This design comes from an exercise in tuning for small area, a short achievable clock period and few clock cycles per item on the open sky130 flow, not from production work.
RTL that was checked went through simulation tests only; none was proved equivalent to the original.

run D:
==> flow/design.v (excerpt) <==
module mod_mul64_module
#(
    parameter A_WIDTH = 64,
    parameter B_WIDTH = 64,
    parameter N_WIDTH = 64
)
(
    input clk,
    input rst,
    input start,
    input [A_WIDTH-1:0] A,
    input [B_WIDTH-1:0] B,
    input [N_WIDTH-1:0] N,
    output [N_WIDTH-1:0] P,
    output done
);
==> flow/config.mk <==
export PLATFORM = sky130hd
export DESIGN_NAME = mod_mul64_module
export DESIGN_NICKNAME = mod_mul64_module
export VERILOG_FILES = /design/flow/design.v
export SDC_FILE = /design/flow/constraint.sdc
export NUM_CORES = 4
export LEC_CHECK = 0
export CAP_MARGIN = 20
export CORE_MARGIN = 2
export CORE_UTILIZATION = 40
export CTS_BUF_LIST = sky130_fd_sc_hd__clkbuf_4 sky130_fd_sc_hd__clkbuf_8
export SETUP_SLACK_MARGIN = 3.0
export SLEW_MARGIN = 20
export BUFFER_PORTS_ARGS = -buffer_cell sky130_fd_sc_hd__buf_1
==> flow/constraint.sdc <==
create_clock -name core_clock -period 6.0 [get_ports {clk}]
set_input_delay 1.2000 -clock core_clock [delete_from_list [all_inputs] [get_ports {clk}]]
set_output_delay 1.2000 -clock core_clock [all_outputs]
set_load 0.01 [all_outputs]
standard.sh (not shown) runs the stock make flow with config.mk's settings and CLKGATE_MAP_FILE= SYNTH_SCRIPT=/design/flow/synth_recipe.tcl, a recipe that flattens the netlist after the stock synthesis.
==> flow/flow/run.sh <==
#!/bin/bash
# The standard layout (the standard.sh), with plain buf_1 cells as the
# port buffers instead of the default clkdlybuf4s50_1. The make output goes
# to standard.log; ORFS keeps each step's log under orfs/logs.
set -e
echo 'export BUFFER_PORTS_ARGS = -buffer_cell sky130_fd_sc_hd__buf_1' >> config.mk
bash standard.sh > standard.log 2>&1
Testbench counts of run D, summed over its fixed seeds: cycles 14,291, ops 192.
The following lists how run B was set up differently from run D:
--- a/flow/design.v
+++ b/flow/design.v
@@ -28,18 +28,16 @@
     reg b_cur;       
     reg b_nxt;       
     reg b_nn;        
     reg md2;         
     reg md1;         
     reg mdh;         
     reg cadd;        
-    reg q_a1;        
-    reg q_a2;        
-    reg q_s1;        
-    reg q_s2;        
+    reg sel1;        
+    reg sel2;        
     reg neg;         
     reg [7:0] u4;    
     reg [63:0] n_reg;
     reg [7:0] v2;    
     reg [7:0] v1;    
     reg [7:0] v0;    
     reg [7:0] vm1;   
@@ -51,15 +49,15 @@
     wire [W-1:0] s_in = ({W{md2}} & {S[W-2:0], 1'b0})
                       | ({W{hold}} & S)
                       | ({W{mdh}} & {1'b0, S[W-1:1]});
     wire [W-1:0] c_in = ({W{md2}} & {C[W-2:0], 1'b0})
                       | ({W{hold | mdh}} & C);
     wire [W-1:0] n1 = {2'b00, n_reg};
     wire [W-1:0] n2 = {1'b0, n_reg, 1'b0};
-    wire [W-1:0] y = (({W{q_a1 | q_s1}} & n1) | ({W{q_a2 | q_s2}} & n2)) ^ {W{neg}};
+    wire [W-1:0] y = (({W{sel1}} & n1) | ({W{sel2}} & n2)) ^ {W{neg}};
     wire [W-1:0] s1 = s_in ^ c_in ^ y;
     wire [W-1:0] maj1 = (s_in & c_in) | (s_in & y) | (c_in & y);
     wire [W-1:0] c1 = {maj1[W-2:0], neg};
     wire xb = ml & b_cur;
     wire [W-1:0] x = {2'b00, {64{xb}} & A};
     wire [W-1:0] s2 = s1 ^ c1 ^ x;
     wire [W-1:0] maj2 = (s1 & c1) | (s1 & x) | (c1 & x);
@@ -87,24 +85,33 @@
     wire nq_a2 = !gem1;
     wire u4_first = (state == NORM);
     wire [7:0] u4_n = u4_first ? {2'b11, ~n_next[63:58]} :
                       ({8{nq_a1}} & {3'b000, n_reg[63:59]})
                     | ({8{nq_a2}} & {2'b00, n_reg[63:58]})
                     | ({8{nq_s1}} & {3'b111, ~n_reg[63:59]})
                     | ({8{nq_s2}} & {2'b11, ~n_reg[63:58]});
-    reg c_zero;      
-    always @(posedge clk)
-        c_zero <= ~|c2;
+    reg [16:0] cz_grp;
+    integer g;
+    always @(posedge clk) begin
+        for (g = 0; g < 16; g = g + 1)
+            cz_grp[g] <= ~|c2[4*g +: 4];
+        cz_grp[16] <= ~|c2[W-1:64];
+    end
+    wire c_zero = &cz_grp;
     wire fin = (state == CONV) && !cadd && c_zero;
     wire done_now = fin && !S[W-1] && (sc == 6'd0);
     wire [6:0] cnt_3 = cnt + 7'd3;
     wire b_n3 = !cnt_3[6] & B[~cnt_3[5:0]];
     wire last = (cnt == {1'b0, sc} + 7'd63);
-    wire [63:0] n_next = (state == IDLE) ? N :
-                         (state == NORM && !n_reg[63]) ? {n_reg[62:0], 1'b0} : n_reg;
+    wire n_ld = (state == IDLE);
+    wire n_sh = (state == NORM) && !n_reg[63];
+    wire n_hd = !n_ld && !n_sh;
+    wire [63:0] n_next = ({64{n_ld}} & N)
+                       | ({64{n_sh}} & {n_reg[62:0], 1'b0})
+                       | ({64{n_hd}} & n_reg);
     always @(posedge clk) begin
         u4 <= u4_n;
         n_reg <= n_next;
         a5 <= A[63:59];
         a15 <= a15_n[6:1];
     end
     wire [6:0] a15_n = {2'b00, A[63:59]} + {1'b0, A[63:59], 1'b0};
@@ -129,29 +136,25 @@
             b_cur <= 1'b0;
             b_nxt <= 1'b0;
             b_nn <= 1'b0;
             md2 <= 1'b0;
             md1 <= 1'b1;
             mdh <= 1'b0;
             cadd <= 1'b0;
-            q_a1 <= 1'b0;
-            q_a2 <= 1'b0;
-            q_s1 <= 1'b0;
-            q_s2 <= 1'b0;
+            sel1 <= 1'b0;
+            sel2 <= 1'b0;
             neg <= 1'b0;
         end
         else begin
             cadd <= 1'b0;
             md2 <= 1'b0;
             md1 <= 1'b0;
             mdh <= 1'b0;
-            q_a1 <= 1'b0;
-            q_a2 <= 1'b0;
-            q_s1 <= 1'b0;
-            q_s2 <= 1'b0;
+            sel1 <= 1'b0;
+            sel2 <= 1'b0;
             neg <= 1'b0;
             case (state)
                 IDLE: begin
                     b_nxt <= B[63];
                     b_nn <= B[62];
                     cnt <= 7'd0;
                     sc <= 6'd0;
@@ -167,44 +170,42 @@
                         sc <= sc + 6'd1;
                     if (n_reg[63] || n_reg[62]) begin
                         b_cur <= b_nxt;
                         b_nxt <= b_nn;
                         b_nn <= B[61];
                         state <= LOOP;
                         md2 <= 1'b1;
-                        q_s2 <= 1'b1;
+                        sel2 <= 1'b1;
                         neg <= 1'b1;
                     end
                 end
                 LOOP: begin
                     cnt <= cnt + 7'd1;
                     b_cur <= b_nxt;
                     b_nxt <= b_nn;
                     b_nn <= b_n3;
                     if (last) begin
                         state <= CONV;
                         md1 <= 1'b1;
                         cadd <= 1'b1;
-                        q_a1 <= gem1;
-                        q_a2 <= !gem1;
+                        sel1 <= gem1;
+                        sel2 <= !gem1;
                     end
                     else begin
                         md2 <= 1'b1;
-                        q_s2 <= nq_s2;
-                        q_s1 <= nq_s1;
-                        q_a1 <= nq_a1;
-                        q_a2 <= nq_a2;
+                        sel1 <= nq_s1 | nq_a1;
+                        sel2 <= nq_s2 | nq_a2;
                         neg <= ge1;
                     end
                 end
                 CONV: begin
                     md1 <= 1'b1;
                     if (fin) begin
                         if (S[W-1]) begin
-                            q_a1 <= 1'b1;
+                            sel1 <= 1'b1;
                             cadd <= 1'b1;
                         end
                         else if (sc != 6'd0) begin
                             state <= SHR;
                             md1 <= 1'b0;
                             mdh <= 1'b1;
                         end
For total number of tap cells, dividing the value from run D by the value from run B gives 0.933. | minimum setup slack in the final design | run B vs run D | worse |. Compared with run D, in run B total routing resource utilization after global routing went down by 0.39 points, maximum clock frequency went down by 1.9%. Looking at global-route wire length before repair across run B and run D, the one that comes out lower is run D. The total instance count after detailed placement number comes out higher for run B vs run D.
The RTL of run B was laid out without a check of its function.

[what the ideal ports hide]
Ports are ideal in the flow. The routed layouts listed here were re-timed in OpenROAD. Step 1 (the two cells are an assumption about what drives the block):
set clk [get_ports {clk}]
set_driving_cell -lib_cell sky130_fd_sc_hd__clkbuf_16 $clk
set_driving_cell -lib_cell sky130_fd_sc_hd__buf_2 [delete_from_list [all_inputs] $clk]
Step 2, shift: input delay + t, output delay - t, t = (earliest + latest rising clock arrival at the registers) / 2. This alone moves slack from input paths to output paths. a / b / c = no drivers / after step 1 / after step 2; a / b = the first two.
run | t, ns | setup slack, ns | latest minus earliest clock arrival (ns)
run D | 0.667 | 2.648 / 2.648 / 2.648 | 0.034 / 0.033
run B | 0.671 | 2.583 / 2.529 / 2.669 | 0.016 / 0.017
After both steps every run listed still meets setup and hold.
